What follows belongs to an exercise in optimizing a design on an open flow for small area; a production flow would make more cautious choices.
Only simulation tests tie the RTL to the original design; equivalence was not proved.
Power and IR drop assume default switching activity.

## flow/design.v

```verilog
module normalize_mult (
    input  logic [47:0] P,              
    input  logic signed [9:0]  exp_in,         
    output logic [22:0] mantissa_norm, 
    output logic signed [9:0]  exp_norm,      
    output logic        guard_bit,     
    output logic        sticky_bit     
);
    always_comb begin
        if (P[47] == 1'b1) begin
            mantissa_norm = P[46:24];         
            guard_bit     = P[23];             
            sticky_bit    = |P[22:0];          
            exp_norm      = exp_in + 1;        
        end else begin
            mantissa_norm = P[45:23];          
            guard_bit     = P[22];
            sticky_bit    = |P[21:0];
            exp_norm      = exp_in;            
        end
    end
endmodule
module round_mult (
    input  logic [23:0] mantissa_in,
    input  logic        guard_bit,
    input  logic        sticky_bit,
    input  logic        calculated_sign,
    input  logic [2:0]   round,
    output logic [24:0] result,     
    output logic        inexact
);
    localparam logic [2:0] IEEE_near = 3'd0, IEEE_zero = 3'd1, IEEE_pinf = 3'd2,
                           IEEE_ninf = 3'd3, near_up   = 3'd4, away_zero = 3'd5;
    logic round_up;   
    always_comb begin
        result   = 25'b0;
        inexact = guard_bit | sticky_bit;
        round_up = 1'b0;
        case (round)
            IEEE_near:    round_up = guard_bit & (sticky_bit | mantissa_in[0]);
            IEEE_zero:    round_up = 1'b0;
            IEEE_pinf:    round_up = (calculated_sign == 1'b0) & inexact;
            IEEE_ninf:    round_up = (calculated_sign == 1'b1) & inexact;
            near_up:      round_up = guard_bit;
            away_zero:    round_up = inexact;
            default:      round_up = guard_bit & (sticky_bit | mantissa_in[0]);
        endcase
        result = {1'b0, mantissa_in} + round_up;  
    end
endmodule
module exception_mult (
    input  logic [31:0] a,
    input  logic [31:0] b,
    input  logic [31:0] z_calc,
    input  logic        overflow,
    input  logic        underflow,
    input  logic        inexact,
    input  logic [2:0]   round,
    output logic [31:0] z,
    output logic zero_f,
    output logic inf_f,
    output logic nan_f,
    output logic tiny_f,
    output logic huge_f,
    output logic inexact_f
);
    localparam logic [2:0] IEEE_near = 3'd0, IEEE_zero = 3'd1, IEEE_pinf = 3'd2,
                           IEEE_ninf = 3'd3, near_up   = 3'd4, away_zero = 3'd5;
    localparam logic [2:0] ZERO = 3'd0, INF = 3'd1, NORM = 3'd2,
                           MIN_NORM = 3'd3, MAX_NORM = 3'd4;
    function logic [2:0] num_interp(logic [31:0] num);
        case (num[30:23])
            8'b1111_1111: num_interp = INF;
            8'b0000_0000: num_interp = ZERO;
            default:      num_interp = NORM;
        endcase
    endfunction
    function logic [30:0] z_num(logic [2:0] interp);
        case (interp)
            ZERO:     z_num = 31'b00000000_00000000000000000000000;
            INF:      z_num = 31'b11111111_00000000000000000000000;
            MIN_NORM: z_num = 31'b00000001_00000000000000000000000;
            MAX_NORM: z_num = 31'b11111110_11111111111111111111111;
            default:  z_num = 31'b0;
        endcase
    endfunction
    logic [2:0] interp_a, interp_b;
    logic sign;
    always_comb begin
        z         = 32'b0;
        zero_f    = 0;
        inf_f     = 0;
        nan_f     = 0;
        tiny_f    = 0;
        huge_f    = 0;
        inexact_f = inexact;
        sign      = z_calc[31];
        interp_a  = num_interp(a);
        interp_b  = num_interp(b);
        if (interp_a == ZERO && interp_b == ZERO) begin
            z = {sign, z_num(ZERO)};
            zero_f = 1;
        end else if (interp_a == ZERO && interp_b == NORM) begin
            z = {sign, z_num(ZERO)};
            zero_f = 1;
        end else if (interp_a == ZERO && interp_b == INF) begin
            z = {1'b0, z_num(INF)};
            nan_f = 1;
        end else if (interp_a == INF && interp_b == INF) begin
            z = {sign, z_num(INF)};
            inf_f = 1;
        end else if (interp_a == INF && interp_b == NORM) begin
            z = {sign, z_num(INF)};
            inf_f = 1;
        end else if (interp_a == INF && interp_b == ZERO) begin
            z = {1'b0, z_num(INF)};
            nan_f = 1;
        end else if (interp_a == NORM && interp_b == ZERO) begin
            z = {sign, z_num(ZERO)};
            zero_f = 1;
        end else if (interp_a == NORM && interp_b == INF) begin
            z = {sign, z_num(INF)};
            inf_f = 1;
        end
        else if (overflow) begin
            unique case (round)
                IEEE_near, near_up, away_zero: begin
                    z = {sign, z_num(INF)};
                    inf_f = 1;
                end
                IEEE_zero: begin
                    z = {sign, z_num(MAX_NORM)};
                    huge_f = 1;
                end
                IEEE_pinf: begin
                    if (sign == 1'b0) begin
                        z = {sign, z_num(INF)};
                        inf_f = 1;
                    end else begin
                        z = {sign, z_num(MAX_NORM)};
                        huge_f = 1;
                    end
                end
                IEEE_ninf: begin
                    if (sign == 1'b1) begin
                        z = {sign, z_num(INF)};
                        inf_f = 1;
                    end else begin
                        z = {sign, z_num(MAX_NORM)};
                        huge_f = 1;
                    end
                end
                default: begin
                    z = {sign, z_num(INF)};
                    inf_f = 1;
                end
            endcase
        end
        else if (underflow) begin
            unique case (round)
                IEEE_near, IEEE_zero, near_up: begin
                    z = {sign, z_num(ZERO)};
                    zero_f = 1;
                end
                IEEE_pinf: begin
                    if (sign == 1'b1) begin
                        z = {1'b1, z_num(ZERO)};
                        zero_f = 1;
                    end else begin
                        z = {1'b0, z_num(MIN_NORM)};
                        tiny_f = 1;
                    end
                end
                IEEE_ninf: begin
                    if (sign == 1'b0) begin
                        z = {1'b0, z_num(ZERO)};
                        zero_f = 1;
                    end else begin
                        z = {1'b1, z_num(MIN_NORM)};
                        tiny_f = 1;
                    end
                end
                away_zero: begin
                    z = {sign, z_num(MIN_NORM)};
                    tiny_f = 1;
                end
                default: begin
                    z = {sign, z_num(ZERO)};
                    zero_f = 1;
                end
            endcase
        end
        else begin
            z = z_calc;
        end
    end
endmodule
module fp_mult (
    input  logic [31:0] a, b,
    input  logic [2:0]  rnd,
    output logic [31:0] z,
    output logic [7:0]  status,
    input  logic        clk, rst
);
    localparam logic [2:0] IEEE_near = 3'd0, IEEE_zero = 3'd1, IEEE_pinf = 3'd2,
                           IEEE_ninf = 3'd3, near_up   = 3'd4, away_zero = 3'd5;
    logic        sign;
    logic signed [7:0]  a_exp, b_exp;
    logic signed [9:0]  exp_sum;
    logic [23:0] a_mant, b_mant;
    logic [47:0] P;
    always_comb begin
        sign     = a[31] ^ b[31];
        a_exp    = a[30:23];
        b_exp    = b[30:23];
        exp_sum  = a_exp + b_exp - 10'd127;
        a_mant   = {1'b1, a[22:0]};
        b_mant   = {1'b1, b[22:0]};
        P        = a_mant * b_mant;
    end
    logic [22:0] mantissa_norm;
    logic signed [9:0] exponent_norm;
    logic        guard_bit, sticky_bit;
    normalize_mult normalize_unit (
        .P(P),
        .exp_in(exp_sum),
        .mantissa_norm(mantissa_norm),
        .exp_norm(exponent_norm),
        .guard_bit(guard_bit),
        .sticky_bit(sticky_bit)
    );
    logic [22:0] mantissa_reg;
    logic signed [9:0] exponent_reg;
    logic guard_reg, sticky_reg;
    logic sign_reg;
    logic [2:0] round_reg;
    logic [31:0] a_reg, b_reg;
    always @(posedge clk) begin
        if (!rst) begin
            mantissa_reg <= '0;
            exponent_reg <= '0;
            guard_reg    <= '0;
            sticky_reg   <= '0;
            sign_reg     <= '0;
            round_reg    <= IEEE_near;
            a_reg        <= '0;
            b_reg        <= '0;
        end else begin
            mantissa_reg <= mantissa_norm;
            exponent_reg <= exponent_norm;
            guard_reg    <= guard_bit;
            sticky_reg   <= sticky_bit;
            sign_reg     <= sign;
            round_reg    <= rnd;
            a_reg        <= a;
            b_reg        <= b;
        end
    end
    logic [24:0] mantissa_rounded;
    logic signed [9:0] exponent_rounded;
    logic inexact;
    round_mult round_unit (
        .mantissa_in({1'b1, mantissa_reg}),
        .guard_bit(guard_reg),
        .sticky_bit(sticky_reg),
        .calculated_sign(sign_reg),
        .round(round_reg),
        .result(mantissa_rounded),
        .inexact(inexact)
    );
    logic [24:0] mantissa_shifted;
    logic [7:0]  exp_final;
    logic        overflow, underflow;
    logic [31:0] z_calc;
    always_comb begin
        if (mantissa_rounded[24]) begin
            mantissa_shifted = mantissa_rounded >> 1;
            exponent_rounded = exponent_reg + 1;
        end else begin
            mantissa_shifted = mantissa_rounded;
            exponent_rounded = exponent_reg;
        end
        if (exponent_rounded > 254)
            exp_final = 8'd255;
        else if (exponent_rounded < 1) begin
            exp_final = 8'd0;            
        end
        else
            exp_final = exponent_rounded[7:0];
        z_calc = {sign_reg, exp_final, mantissa_shifted[22:0]};
        overflow  = (exponent_rounded > 254);
        underflow = (exponent_rounded < 1);
    end
    logic zero_f, inf_f, nan_f, tiny_f, huge_f, inexact_f;
    exception_mult exception_unit (
        .a(a_reg),
        .b(b_reg),
        .z_calc(z_calc),
        .overflow(overflow),
        .underflow(underflow),
        .inexact(inexact),
        .round(round_reg),
        .z(z),    
        .zero_f(zero_f),
        .inf_f(inf_f),
        .nan_f(nan_f),
        .tiny_f(tiny_f),
        .huge_f(huge_f),
        .inexact_f(inexact_f)
    );
    assign status = {1'b0, 1'b0, inexact_f, huge_f, tiny_f, nan_f, inf_f, zero_f};
endmodule
module fp_mult_top (
     clk, rst, rnd, a, b, z, status
);
    localparam logic [2:0] IEEE_near = 3'd0, IEEE_zero = 3'd1, IEEE_pinf = 3'd2,
                           IEEE_ninf = 3'd3, near_up   = 3'd4, away_zero = 3'd5;
    input logic [31:0] a, b;      	 
    input logic [2:0] rnd;        
    output logic [31:0] z;       
    output logic [7:0] status;    
    input logic clk, rst; 
    logic [31:0] a1, b1;
    logic [2:0] rnd1;              
    logic [31:0] z1;
    logic [7:0] status1;
    fp_mult multiplier(a1, b1, rnd1, z1, status1, clk, rst);
    always @(posedge clk)
       if (!rst)
          begin 
             a1 <= '0;
             b1 <= '0;
             rnd1 <= IEEE_near;
             z <= '0;
             status <= '0;
          end
       else
          begin
             a1 <= a;
             b1 <= b;
             rnd1 <= rnd; 
             z <= z1;
             status <= status1;
          end
endmodule
```

## flow/run.sh

```bash
#!/bin/bash
# synth_recipe.tcl (not shown) runs the flow's synth.tcl, then flattens the netlist and writes it again
# the make line also repeats each setting of config.mk as NAME=value (left out here)
make -C /OpenROAD-flow-scripts/flow DESIGN_CONFIG=/design/flow/config.mk WORK_HOME=/design/flow/orfs CLKGATE_MAP_FILE= SYNTH_SCRIPT=/design/flow/synth_recipe.tcl finish
```

## flow/config.mk

```make
export PLATFORM = sky130hd
export DESIGN_NAME = fp_mult_top
export DESIGN_NICKNAME = fp_mult_top
export VERILOG_FILES = /design/flow/design.v
export SDC_FILE = /design/flow/constraint.sdc
export NUM_CORES = 4
export LEC_CHECK = 0
export CAP_MARGIN = 20
export CORE_MARGIN = 2
export CORE_UTILIZATION = 40
export SLEW_MARGIN = 20
```

## flow/constraint.sdc

```tcl
create_clock -name core_clock -period 7.5 [get_ports {clk}]
set_input_delay 1.5000 -clock core_clock [delete_from_list [all_inputs] [get_ports {clk}]]
set_output_delay 1.5000 -clock core_clock [all_outputs]
set_load 0.01 [all_outputs]
```

==> impl_metrics.sql <==
INSERT INTO impl_metrics (metric_group, metric, value, unit) VALUES
('global_route', 'gr-usage-met1', '29.80', '%'),
('worst_setup_path', 'reg2reg_to', 'multiplier.mantissa_reg[2]$_SDFF_PN0_', ''),
('sta', 'skew', '0.01270', 'ns'),
('clock_network', 'clk_slew_on_worst_s_h_paths', '0.08', 'ns'),
('pwr', 'powerDensity', '239.8', 'nW/µm²'),
('worst_setup_path', 'critical_path_peak_fanout', '20', ''),
('placement', 'place_worst_setup_slack', '0.08723', 'ns'),
('yosys', 'synth_ff_type', 'dfxtp_1', ''),
('outcome', 'status', 'complete, no violations', ''),
('yosys', 'synth-warning-count', '5', ''),
('worst_setup_path', 'worst_ep_arrival_time', '7.57', 'ns'),
('pwr', 'power.static_leakage', '14.07', 'nW'),
('global_route', 'first_pass_grt_wire_length', '116500', 'µm'),
('cells_and_area', 'nFillCells', '6109', ''),
('cells_and_area', 'insertedDiodeCount', '0', ''),
('worst_setup_path', 'worst-setup-path-type', 'flop to flop', ''),
('cells_and_area', 'final_net_count', '3765', ''),
('route', 'avgRoutedWirePerCell', '18.41', 'µm'),
('clock_network', 'clock_tree.root_cell', 'clkbuf_16', ''),
('global_route', 'grt_util_all_layers', '22.80', '%'),
('clock_network', 'post-cts-setup-buffers', '0', ''),
('worst_setup_path', 'critical_path.n_buffers_inverters', '8', ''),
('worst_setup_path', 'ff2ff_path_depth', '26', ''),
('floorplan', 'chipHeight', '255.6', 'µm'),
('global_route', 'globalRoute.busiestLayer', 'met2', ''),
('worst_setup_path', 'worst_path_max_delay_cell', 'fa_1', ''),
('floorplan', 'fp.dieArea', '65310', 'µm²'),
('worst_setup_path', 'worstReg2RegStart', 'a1[14]$_SDFF_PN0_', ''),
('yosys', 'netlist_area', '25310', 'µm²'),
('clock_network', 'cts-buffers-inserted', '17', ''),
('sta', 'min_period_over_period', '95.90', '%'),
('yosys', 'synth-adder-area-share', '47.49', '%'),
('yosys', 'postSynthRegisterBits', '160', ''),
('pwr', 'ir_drop', '331.7', 'µV'),
('global_route', 'first_global_vias', '21490', ''),
('placement', 'routabilityCongestion', '0.9291', ''),
('worst_setup_path', 'timing.critical_path.slowest_cell_delay', '0.56', 'ns'),
('min_path', 'hold_path_class', 'flop to flop', ''),
('route', 'detail_route.wirelength', '71510', 'µm'),
('clock_network', 'clock_sinks', '160', ''),
('cells_and_area', 'multiInputGateArea', '19330', 'µm²'),
('floorplan', 'die-width', '255.6', 'µm'),
('worst_setup_path', 'r2r_slack', '0.31', 'ns'),
('placement', 'dp_hpwl', '59530', 'µm'),
('yosys', 'async_reset_ff_share', '0', '%'),
('cells_and_area', 'post_route_cells_drive_above_1_share', '8.032', '%'),
('clock_network', 'clockBufferDepth', '2', ''),
('worst_setup_path', 'critical_path.startpoint', 'a1[14]$_SDFF_PN0_', ''),
('cells_and_area', 'finalInstanceArea', '28960', 'µm²'),
('clock_network', 'clk_latency', '0.46', 'ns'),
('worst_setup_path', 'critical-path-top-delay-family', 'adder cells', ''),
('sta', 'fin_setup_tns', '0', 'ns'),
('global_route', 'antenna_found_initial', '4', ''),
('yosys', 'synth_xor_area_share', '2.872', '%'),
('worst_setup_path', 'critPathLaunchType', 'flop', ''),
('route', 'final_antenna_net_count', '0', ''),
('route', 'route.detailed.vias_per_inst', '5.035', ''),
('floorplan', 'coreArea', '62850', 'µm²'),
('floorplan', 'placement_rows', '92', ''),
('yosys', 'syn_avg_cell_area', '8.823', 'µm²'),
('route', 'drt_drc_violations_left', '0', ''),
('floorplan', 'initial_core_util', '40.28', '%'),
('yosys', 'yosysUniqueCellTypes', '78', ''),
('global_route', 'grt.met3_usage', '4.615', '%'),
('route', 'detail_route.first_pass.iterations', '5', ''),
('placement', 'io_buf_count', '106', ''),
('cells_and_area', 'seq_area', '3227', 'µm²'),
('clock_network', 'hold_buffers', '0', ''),
('worst_setup_path', 'critical_path_cell_count', '26', ''),
('clock_network', 'tritoncts', 'yes', ''),
('route', 'detailroute.via_count', '19550', '');
[routing by layer]
layer,routed length [µm],up-vias
met1,30700,9870
met4,2231,0
met5,0,-
met3,4932,112
li1,-,8955
met2,33650,617
[worst register-to-register path: cells and delay by family, from the launching register on]
family | cells | cell delay (ns)
compound gates | 6 | 1.20
xor+xnor | 1 | 0.22
fa+ha+maj | 8 | 3.83
buf+inv | 8 | 0.91
flops | 1 | 0.42
simple gates | 3 | 0.54
[where the power goes]
group | internal (W) | switching [W] | total (W)
Combinational | 0.00218 | 0.00281 | 0.00498
Sequential | 0.000962 | 0.000116 | 0.00108
Clock | 0.000445 | 0.000438 | 0.000883
Total | 0.00358 | 0.00336 | 0.00695
[synthesized netlist by cell type (21+ instances only)]
cell type	n	area [µm²]
nand3_1	21	105.1
clkbuf_1	113	424.2
o21ai_0	59	295.3
ha_1	188	2352
dfxtp_1	160	3203
a21o_1	22	165.2
xnor2_1	48	420.4
and2_1	342	2140
nand4_1	23	143.9
inv_1	614	2305
xor2_1	35	306.5
nor2_1	101	379.1
fa_1	483	9669
a21oi_1	82	410.4
nand2_1	344	1291
[cell usage in the layout (no fill, tap or decap), drive strengths merged, types with 35 or more instances in the layout]
master         synthesis  layout
inv                  616     624
fa                   483     483
nand2                344     344
and2                 342     342
ha                   188     188
buf                   16     161
dfxtp                160     160
clkdlybuf4s50          0     105
nor2                 101     101
a21oi                 82      82
o21ai                 72      72
xnor2                 48      48
xor2                  35      35
[worst min path at each step]
stage,cells past startpoint,slack (ns),to
3_3_place_gp,1,0.42,multiplier.round_reg[0]$_SDFF_PN0_
2_1_floorplan,1,0.41,multiplier.round_reg[0]$_SDFF_PN0_
6_report,1,0.44,multiplier.round_reg[0]$_SDFF_PN0_
4_1_cts,1,0.44,multiplier.round_reg[0]$_SDFF_PN0_
3_5_place_dp,1,0.42,multiplier.round_reg[0]$_SDFF_PN0_
5_1_grt,1,0.46,multiplier.round_reg[1]$_SDFF_PN0_
[stage by stage]
step                      total power, W  util, %
after floorplan                 0.004124        -
after global placement          0.005933    44.94
after detailed placement        0.005986    44.94
after CTS                       0.006909    45.88
after global routing            0.007637    46.08
final                           0.006945    46.08
[cell type report]
cell class | instances | share of cell area (%)
inverters | 619 | 8.023
flip-flops and latches | 160 | 11.14
multi-input cells | 1961 | 66.76
clock inverters | 15 | 0.5530
well taps | 846 | 3.655
clock buffers | 17 | 1.469
repair buffers | 266 | 8.403
[timing repair]
item | 4_1_cts | 5_1_grt
endpoints found under the setup margin | 0 | 35
resized for setup | 0 | 40
endpoints found under the hold margin | 0 | 0
[cells by family (layout without fill, tap and decap cells)]
kind of cell    Yosys count  in the layout
compound gates          272            272
xor+xnor                 83             83
fa+ha+maj               671            671
buf+inv                 749            917
flops                   160            160
mux                       7              7
other cells               1              2
simple gates            926            926

==> afterwards: timing with drivers on the ports <==
The results above use ideal ports. As a check the final layout listed here was re-extracted and re-timed, cells and wires unchanged. Step 1: set_driving_cell puts a clkbuf_16 on clk and a buf_2 on each other input, an assumption about the parent block. Step 2, shift: input delay + t, output delay - t, t = (earliest + latest rising clock arrival at the registers) / 2. This alone moves slack from input paths to output paths. Slacks: ideal / step 1 / step 2; pairs: ideal / step 1.
t, ns: 0.516
setup slack, ns: 0.308 / 0.308 / 0.308
hold WS [ns]: 0.437 / 0.437 / 0.437
After both steps this run still meets setup and hold. The setup slack of this run moves by 0.000 ns with the drivers and by 0.000 ns with both steps.
